This is an optimization exercise on Yosys and OpenROAD, whose aim is small area, a short achievable clock period and few clock cycles, not a production implementation.
Power and IR drop assume default switching activity.

==> inputs of job 3468 <==
==> flow/design.v <==
module ALU(
    input  [31:0] A, B,
    input         Sub, Add, Xor, Or, And, ShiftL, ShiftR, Sra, Slt, Sltu,
    output [31:0] Result,
    output        Eq, Lt, Ltu
);
    wire [31:0] Bx  = Sub ? ~B : B;
    wire [32:0] Sum = {1'b0, A} + {1'b0, Bx} + {32'd0, Sub};
    assign Ltu = ~Sum[32];
    assign Lt  = (A[31] ^ B[31]) ? A[31] : Sum[31];
    assign Eq  = (A == B);
    function [31:0] rev(input [31:0] x);
        integer i;
        for (i = 0; i < 32; i = i + 1) rev[i] = x[31 - i];
    endfunction
    wire [31:0] ShIn  = ShiftL ? rev(A) : A;
    wire        Fill  = Sra & A[31] & ~ShiftL;
    wire [32:0] ShTmp = $signed({Fill, ShIn}) >>> B[4:0];
    wire [31:0] ShOut = ShiftL ? rev(ShTmp[31:0]) : ShTmp[31:0];
    assign Result = ({32{Add}} & Sum[31:0]) |
                    ({32{Xor}} & (A ^ B)) |
                    ({32{Or}}  & (A | B)) |
                    ({32{And}} & (A & B)) |
                    ({32{ShiftL | ShiftR}} & ShOut) |
                    {31'd0, (Slt & Lt) | (Sltu & Ltu)};
endmodule
module Control_Unit(
    input  [6:0] opcode,
    output isR, isI, isLoad, isStore, isBranch, isLUI, isAUIPC, isJAL, isJALR
);
    assign isR      = (opcode == 7'b0110011);
    assign isI      = (opcode == 7'b0010011);
    assign isLoad   = (opcode == 7'b0000011);
    assign isStore  = (opcode == 7'b0100011);
    assign isBranch = (opcode == 7'b1100011);
    assign isLUI    = (opcode == 7'b0110111);
    assign isAUIPC  = (opcode == 7'b0010111);
    assign isJAL    = (opcode == 7'b1101111);
    assign isJALR   = (opcode == 7'b1100111);
endmodule
module Extend(In, Imm_Ext);
    input  [31:0] In;
    output reg [31:0] Imm_Ext;
    wire [6:0] op = In[6:0];
    always @(*) begin
        case (op)
            7'b0100011: Imm_Ext = {{20{In[31]}}, In[31:25], In[11:7]};                       
            7'b1100011: Imm_Ext = {{19{In[31]}}, In[31], In[7], In[30:25], In[11:8], 1'b0};  
            7'b0110111,
            7'b0010111: Imm_Ext = {In[31:12], 12'b0};                                        
            7'b1101111: Imm_Ext = {{11{In[31]}}, In[31], In[19:12], In[20], In[30:21], 1'b0};  
            default:    Imm_Ext = {{20{In[31]}}, In[31:20]};                                 
        endcase
    end
endmodule
module Register_file(clk, WE3, WD3, A1, A2, A3, RD1, RD2);
    input clk, WE3;
    input  [4:0]  A1, A2, A3;
    input  [31:0] WD3;
    output [31:0] RD1, RD2;
    reg [31:0] Register [1:31];
    always @(posedge clk) begin
        if (WE3 & (A3 != 5'h00))
            Register[A3] <= WD3;
    end
    assign RD1 = Register[A1];
    assign RD2 = Register[A2];
endmodule
module Hazard_unit(
    input  [4:0] Rs1_D, Rs2_D,
    input  [4:0] Rs1_E, Rs2_E, Rd_E,
    input        MemReadE, PCSrcE,
    input        RegWriteM, RegWriteW,
    input  [4:0] Rd_M, Rd_W,
    output reg [1:0] ForwardAE,
    output reg [1:0] ForwardBE,
    output StallF, StallD, FlushD, FlushE
);
    wire lwStall = MemReadE && (Rd_E != 5'h00) && ((Rd_E == Rs1_D) || (Rd_E == Rs2_D));
    assign StallF = lwStall;
    assign StallD = lwStall;
    assign FlushD = PCSrcE;
    assign FlushE = lwStall | PCSrcE;
    always @(*) begin
        if (RegWriteM && (Rd_M != 5'h00) && (Rd_M == Rs1_E))
            ForwardAE = 2'b10;
        else if (RegWriteW && (Rd_W != 5'h00) && (Rd_W == Rs1_E))
            ForwardAE = 2'b01;
        else
            ForwardAE = 2'b00;
        if (RegWriteM && (Rd_M != 5'h00) && (Rd_M == Rs2_E))
            ForwardBE = 2'b10;
        else if (RegWriteW && (Rd_W != 5'h00) && (Rd_W == Rs2_E))
            ForwardBE = 2'b01;
        else
            ForwardBE = 2'b00;
    end
endmodule
module Branch_Jump_Control(
    input  [2:0] funct3,
    input        Eq, Lt, Ltu,
    output reg   Taken
);
    always @(*) begin
        case (funct3)
            3'b000:  Taken = Eq;
            3'b001:  Taken = ~Eq;
            3'b100:  Taken = Lt;
            3'b101:  Taken = ~Lt;
            3'b110:  Taken = Ltu;
            3'b111:  Taken = ~Ltu;
            default: Taken = 1'b0;
        endcase
    end
endmodule
module RV32I_Processor(
    input         clk,
    input         rst,
    output [31:0] imem_addr,
    input  [31:0] imem_rdata,
    output [31:0] dmem_addr,
    output [31:0] dmem_wdata,
    output        dmem_we,
    input  [31:0] dmem_rdata
);
    reg        RegWriteW, LoadW, MemWriteW;
    reg [4:0]  RdW;
    reg [31:0] ResultW, WriteDataW;
    wire [31:0] WBDataW = LoadW ? dmem_rdata : ResultW;
    reg  [31:2] PCF;
    wire [31:2] PCPlus4F = PCF + 30'd1;
    assign imem_addr = {PCF, 2'b00};
    reg         BtbValid;
    reg  [11:2] BtbTag, BtbTarget;
    wire        BtbHitF = BtbValid & (PCF[31:12] == 20'd0) & (PCF[11:2] == BtbTag);
    reg         ValidD, BtbHitD;
    reg  [31:0] InstrD;
    reg  [31:2] PCD;
    wire [6:0] opD = InstrD[6:0];
    wire [2:0] f3D = InstrD[14:12];
    wire [4:0] Rs1D = InstrD[19:15];
    wire [4:0] Rs2D = InstrD[24:20];
    wire [4:0] RdD  = InstrD[11:7];
    wire [14:0] dec;
    wire isRD, isID, isLoadD, isStoreD, isBranchD, isLUID, isAUIPCD, isJALD, isJALRD;
    Control_Unit control (
        .opcode(opD),
        .isR(isRD), .isI(isID), .isLoad(isLoadD), .isStore(isStoreD),
        .isBranch(isBranchD), .isLUI(isLUID), .isAUIPC(isAUIPCD),
        .isJAL(isJALD), .isJALR(isJALRD)
    );
    wire usesRs1D = isRD | isID | isLoadD | isStoreD | isBranchD | isJALRD;
    wire usesRs2D = isRD | isStoreD | isBranchD;
    wire RegWriteD = ValidD & (isRD | isID | isLoadD | isLUID | isAUIPCD | isJALD | isJALRD)
                     & (RdD != 5'd0);
    wire [31:0] ImmD;
    Extend extension (.In(InstrD), .Imm_Ext(ImmD));
    wire [31:0] RD1D, RD2D;
    Register_file rf (
        .clk(clk), .WE3(RegWriteW), .WD3(WBDataW),
        .A1(Rs1D), .A2(Rs2D), .A3(RdW),
        .RD1(RD1D), .RD2(RD2D)
    );
    reg         ValidE, RegWriteE, LoadE, StoreE, BranchE, JumpLinkE, JALRE, PredTakenE;
    reg  [4:0]  RdE;
    wire StallD = ValidE & LoadE & RegWriteE &
                  ((usesRs1D & (RdE == Rs1D)) | (usesRs2D & (RdE == Rs2D)));
    wire PredTakenD = isJALD | (isBranchD & InstrD[31]);
    wire [31:2] TargetD = PCD + ImmD[31:2];
    wire [31:2] PCPlus4D = PCD + 30'd1;
    wire RedirectD = ValidD & PredTakenD & ~BtbHitD & ~StallD;
    wire BtbAlloc  = ValidD & isBranchD & InstrD[31] & ~BtbHitD &
                     (PCD[31:12] == 20'd0) & (TargetD[31:12] == 20'd0);
    wire RedirectE;
    wire [31:2] TargetE;
    always @(posedge clk or posedge rst) begin
        if (rst)
            PCF <= 30'd0;
        else if (RedirectE)
            PCF <= TargetE;
        else if (!StallD)
            PCF <= RedirectD ? TargetD : BtbHitF ? {20'd0, BtbTarget} : PCPlus4F;
    end
    always @(posedge clk or posedge rst) begin
        if (rst)
            BtbValid <= 1'b0;
        else if (BtbAlloc)
            BtbValid <= 1'b1;
    end
    always @(posedge clk) begin
        if (BtbAlloc) begin
            BtbTag    <= PCD[11:2];
            BtbTarget <= TargetD[11:2];
        end
    end
    always @(posedge clk or posedge rst) begin
        if (rst)
            ValidD <= 1'b0;
        else if (RedirectE | RedirectD)
            ValidD <= 1'b0;
        else if (!StallD)
            ValidD <= 1'b1;
    end
    always @(posedge clk) begin
        if (!StallD) begin
            InstrD  <= imem_rdata;
            PCD     <= PCF;
            BtbHitD <= BtbHitF;
        end
    end
    wire [31:0] Rs1ValD = (Rs1D == 5'd0) ? 32'd0 :
                          (RegWriteW && RdW == Rs1D) ? WBDataW : RD1D;
    wire [31:0] Rs2ValD = (Rs2D == 5'd0) ? 32'd0 :
                          (RegWriteW && RdW == Rs2D) ? WBDataW : RD2D;
    wire [31:0] OpAD = isAUIPCD ? {PCD, 2'b00} : isLUID ? 32'd0 : Rs1ValD;
    wire        BImmD = ~(isRD | isBranchD);
    wire [31:0] OpBD = BImmD ? ImmD : Rs2ValD;
    wire FwdHitE1 = ValidE & RegWriteE & (RdE == Rs1D);
    wire FwdHitE2 = ValidE & RegWriteE & (RdE == Rs2D);
    reg  [31:0] OpAE, OpBE, StoreDataE;
    reg  [31:2] AltE;
    reg         FwdAE, FwdBE, FwdSE;
    reg  [2:0]  f3E;
    reg         SubE, SraE, ShiftLE, ShiftRE, SltE, SltuE, XorE, OrE, AndE, AddE;
    always @(posedge clk or posedge rst) begin
        if (rst) begin
            ValidE    <= 1'b0;
            RegWriteE <= 1'b0;
            LoadE     <= 1'b0;
            StoreE    <= 1'b0;
            BranchE   <= 1'b0;
            JALRE     <= 1'b0;
        end else begin
            ValidE    <= ValidD & ~StallD & ~RedirectE;
            RegWriteE <= RegWriteD & ~StallD & ~RedirectE;
            LoadE     <= ValidD & isLoadD;
            StoreE    <= ValidD & isStoreD & ~StallD & ~RedirectE;
            BranchE   <= ValidD & isBranchD & ~StallD & ~RedirectE;
            JALRE     <= ValidD & isJALRD & ~StallD & ~RedirectE;
        end
    end
    wire isOpD = isRD | isID;
    always @(posedge clk) begin
        RdE        <= RdD;
        OpAE       <= OpAD;
        OpBE       <= OpBD;
        StoreDataE <= Rs2ValD;
        AltE       <= (isBranchD & ~InstrD[31]) ? TargetD : PCPlus4D;
        FwdAE      <= FwdHitE1 & usesRs1D;
        FwdBE      <= FwdHitE2 & ~BImmD;
        FwdSE      <= FwdHitE2;
        f3E        <= f3D;
        PredTakenE <= InstrD[31];
        JumpLinkE  <= isJALD | isJALRD;
        SubE    <= isBranchD | (isOpD & (f3D == 3'b010 | f3D == 3'b011)) | (isRD & f3D == 3'b000 & InstrD[30]);
        AddE    <= ~isOpD | (f3D == 3'b000);
        XorE    <= isOpD & (f3D == 3'b100);
        OrE     <= isOpD & (f3D == 3'b110);
        AndE    <= isOpD & (f3D == 3'b111);
        ShiftLE <= isOpD & (f3D == 3'b001);
        ShiftRE <= isOpD & (f3D == 3'b101);
        SraE    <= InstrD[30];
        SltE    <= isOpD & (f3D == 3'b010);
        SltuE   <= isOpD & (f3D == 3'b011);
    end
    wire [31:0] AE = FwdAE ? ResultW : OpAE;
    wire [31:0] BE = FwdBE ? ResultW : OpBE;
    wire [31:0] SE = FwdSE ? ResultW : StoreDataE;
    wire [31:0] ALUResultE;
    wire EqE, LtE, LtuE;
    ALU alu (
        .A(AE), .B(BE),
        .Sub(SubE), .Add(AddE), .Xor(XorE), .Or(OrE), .And(AndE),
        .ShiftL(ShiftLE), .ShiftR(ShiftRE), .Sra(SraE), .Slt(SltE), .Sltu(SltuE),
        .Result(ALUResultE), .Eq(EqE), .Lt(LtE), .Ltu(LtuE)
    );
    wire TakenE;
    Branch_Jump_Control bjc (
        .funct3(f3E), .Eq(EqE), .Lt(LtE), .Ltu(LtuE), .Taken(TakenE)
    );
    assign RedirectE = (BranchE & (TakenE ^ PredTakenE)) | JALRE;
    assign TargetE   = JALRE ? ALUResultE[31:2] : AltE;
    always @(posedge clk or posedge rst) begin
        if (rst) begin
            RegWriteW <= 1'b0;
            MemWriteW <= 1'b0;
        end else begin
            RegWriteW <= RegWriteE;
            MemWriteW <= StoreE;
        end
    end
    always @(posedge clk) begin
        LoadW      <= LoadE;
        RdW        <= RdE;
        ResultW    <= JumpLinkE ? {AltE, 2'b00} : ALUResultE;
        WriteDataW <= SE;
    end
    assign dmem_addr  = ResultW;
    assign dmem_wdata = WriteDataW;
    assign dmem_we    = MemWriteW;
endmodule
==> flow/flow/run.sh <==
#!/bin/bash
# Standard layout, with timing repair aiming for a larger setup slack.
set -euo pipefail
bash standard.sh SETUP_SLACK_MARGIN=7.8 finish > standard_flow.log 2>&1
==> flow/standard.sh <==
#!/bin/bash
# synth_recipe.tcl (not shown) runs the flow's synth.tcl, then flattens the netlist and writes it again
# the make line also repeats each setting of config.mk as NAME=value (left out here)
make -C /OpenROAD-flow-scripts/flow DESIGN_CONFIG=/design/flow/config.mk WORK_HOME=/design/flow/orfs CLKGATE_MAP_FILE= SYNTH_SCRIPT=/design/flow/synth_recipe.tcl "${@:-finish}"
==> flow/config.mk <==
export PLATFORM = sky130hd
export DESIGN_NAME = RV32I_Processor
export DESIGN_NICKNAME = RV32I_Processor
export VERILOG_FILES = /design/flow/design.v
export SDC_FILE = /design/flow/constraint.sdc
export NUM_CORES = 4
export LEC_CHECK = 0
export ABC_CLOCK_PERIOD_IN_PS = 3000
export CAP_MARGIN = 20
export CORE_MARGIN = 2
export CORE_UTILIZATION = 40
export PLACE_DENSITY = 0.6
export SLEW_MARGIN = 20
==> flow/constraint.sdc <==
create_clock -name core_clock -period 11.0 [get_ports {clk}]
set_input_delay 2.2000 -clock core_clock [delete_from_list [all_inputs] [get_ports {clk}]]
set_output_delay 2.2000 -clock core_clock [all_outputs]
set_load 0.01 [all_outputs]
==> job 2636 (differences from job 3468) <==
--- a/flow/design.v
+++ b/flow/design.v
@@ -132,6 +132,3 @@
     assign imem_addr = {PCF, 2'b00};
-    reg         BtbValid;
-    reg  [11:2] BtbTag, BtbTarget;
-    wire        BtbHitF = BtbValid & (PCF[31:12] == 20'd0) & (PCF[11:2] == BtbTag);
-    reg         ValidD, BtbHitD;
+    reg         ValidD;
     reg  [31:0] InstrD;
@@ -170,5 +167,3 @@
     wire [31:2] PCPlus4D = PCD + 30'd1;
-    wire RedirectD = ValidD & PredTakenD & ~BtbHitD & ~StallD;
-    wire BtbAlloc  = ValidD & isBranchD & InstrD[31] & ~BtbHitD &
-                     (PCD[31:12] == 20'd0) & (TargetD[31:12] == 20'd0);
+    wire RedirectD = ValidD & PredTakenD & ~StallD;
     wire RedirectE;
@@ -181,15 +176,3 @@
         else if (!StallD)
-            PCF <= RedirectD ? TargetD : BtbHitF ? {20'd0, BtbTarget} : PCPlus4F;
-    end
-    always @(posedge clk or posedge rst) begin
-        if (rst)
-            BtbValid <= 1'b0;
-        else if (BtbAlloc)
-            BtbValid <= 1'b1;
-    end
-    always @(posedge clk) begin
-        if (BtbAlloc) begin
-            BtbTag    <= PCD[11:2];
-            BtbTarget <= TargetD[11:2];
-        end
+            PCF <= RedirectD ? TargetD : PCPlus4F;
     end
@@ -205,5 +188,4 @@
         if (!StallD) begin
-            InstrD  <= imem_rdata;
-            PCD     <= PCF;
-            BtbHitD <= BtbHitF;
+            InstrD <= imem_rdata;
+            PCD    <= PCF;
         end
==> flow/run.sh (new file) <==
#!/bin/bash
# synth_recipe.tcl (not shown) runs the flow's synth.tcl, then flattens the netlist and writes it again
# the make line also repeats each setting of config.mk as NAME=value (left out here)
make -C /OpenROAD-flow-scripts/flow DESIGN_CONFIG=/design/flow/config.mk WORK_HOME=/design/flow/orfs CLKGATE_MAP_FILE= SYNTH_SCRIPT=/design/flow/synth_recipe.tcl finish
Settings changed: ABC_CLOCK_PERIOD_IN_PS 3000 to not set.
removed: flow/flow/run.sh
removed: flow/standard.sh
==> job 7791 (differences from job 3468) <==
==> flow/run.sh (new file) <==
#!/bin/bash
# synth_recipe.tcl (not shown) runs the flow's synth.tcl, then flattens the netlist and writes it again
# the make line also repeats each setting of config.mk as NAME=value (left out here)
make -C /OpenROAD-flow-scripts/flow DESIGN_CONFIG=/design/flow/config.mk WORK_HOME=/design/flow/orfs CLKGATE_MAP_FILE= SYNTH_SCRIPT=/design/flow/synth_recipe.tcl finish
Settings changed: SETUP_SLACK_MARGIN set to 5.
removed: flow/flow/run.sh
removed: flow/standard.sh
==> results.py <==
metrics = {
    "floorplan": {
        "start_util_pct": 40.4,
        "die_area_um2": 173000,
    },
    "setup_path": {
        "critPathTopFamily": "compound AO/OA/AOI/OAI gates",
    },
    "run_status": {
        "outcome": "finished clean",
    },
    "routing": {
        "wl_met1_um": 91900,
        "route.vias.total": 44900,
    },
    "placement": {
        "post-dp-hpwl_um": 155000,
        "place_inst": 6771,
    },
    "power": {
        "ir_drop_v": 0.000166,
    },
    "yosys": {
        "syn_avg_cell_area_um2": 14.7,
    },
}
(the above is from job 2636)
==> results.py <==
metrics = {
    "placement": {
        "place_inst": 7001,
    },
    "routing": {
        "route.vias.total": 46500,
        "wl_met1_um": 95800,
    },
    "floorplan": {
        "start_util_pct": 40.3,
    },
    "run_status": {
        "outcome": "finished clean",
    },
    "power": {
        "ir_drop_v": 0.000157,
    },
}
(the above is from job 7791)
==> results.py <==
metrics = {
    "routing": {
        "wl_met1_um": 102000,
        "route.vias.total": 50000,
    },
    "floorplan": {
        "die_area_um2": 176000,
    },
    "run_status": {
        "outcome": "finished clean",
    },
    "setup_path": {
        "critPathTopFamily": "simple AND/OR/NAND/NOR gates",
    },
    "placement": {
        "place_inst": 6989,
        "post-dp-hpwl_um": 163000,
    },
    "power": {
        "ir_drop_v": 0.000153,
    },
    "yosys": {
        "syn_avg_cell_area_um2": 14.6,
    },
}
(the above is from job 3468)
No run of this note included a check of the RTL's function; only the layout flow was run.

-- what the ideal ports hide --
How much do the figures lean on ideal ports? The routed layouts below were timed once more, with nothing changed but the port constraints.
Step 1, drivers: a clkbuf_16 drives clk and a buf_2 each remaining input, both assumed.
Step 2 also shifts input and output timing later by t, the mid clock arrival at the registers, as if the neighbouring blocks saw the same clock.
a / b / c = ideal ports / drivers / drivers and shift; a / b = the first two.
run | t (ns) | slack for setup (ns) | latest minus earliest clock arrival (ns)
job 3468 | 0.865 | 6.007 / 6.007 / 6.007 | 0.052 / 0.052
job 2636 | 0.874 | 4.682 / 4.682 / 4.682 | 0.036 / 0.036
job 7791 | 0.862 | 5.130 / 5.130 / 5.130 | 0.074 / 0.074
After both steps every run listed still meets setup and hold.
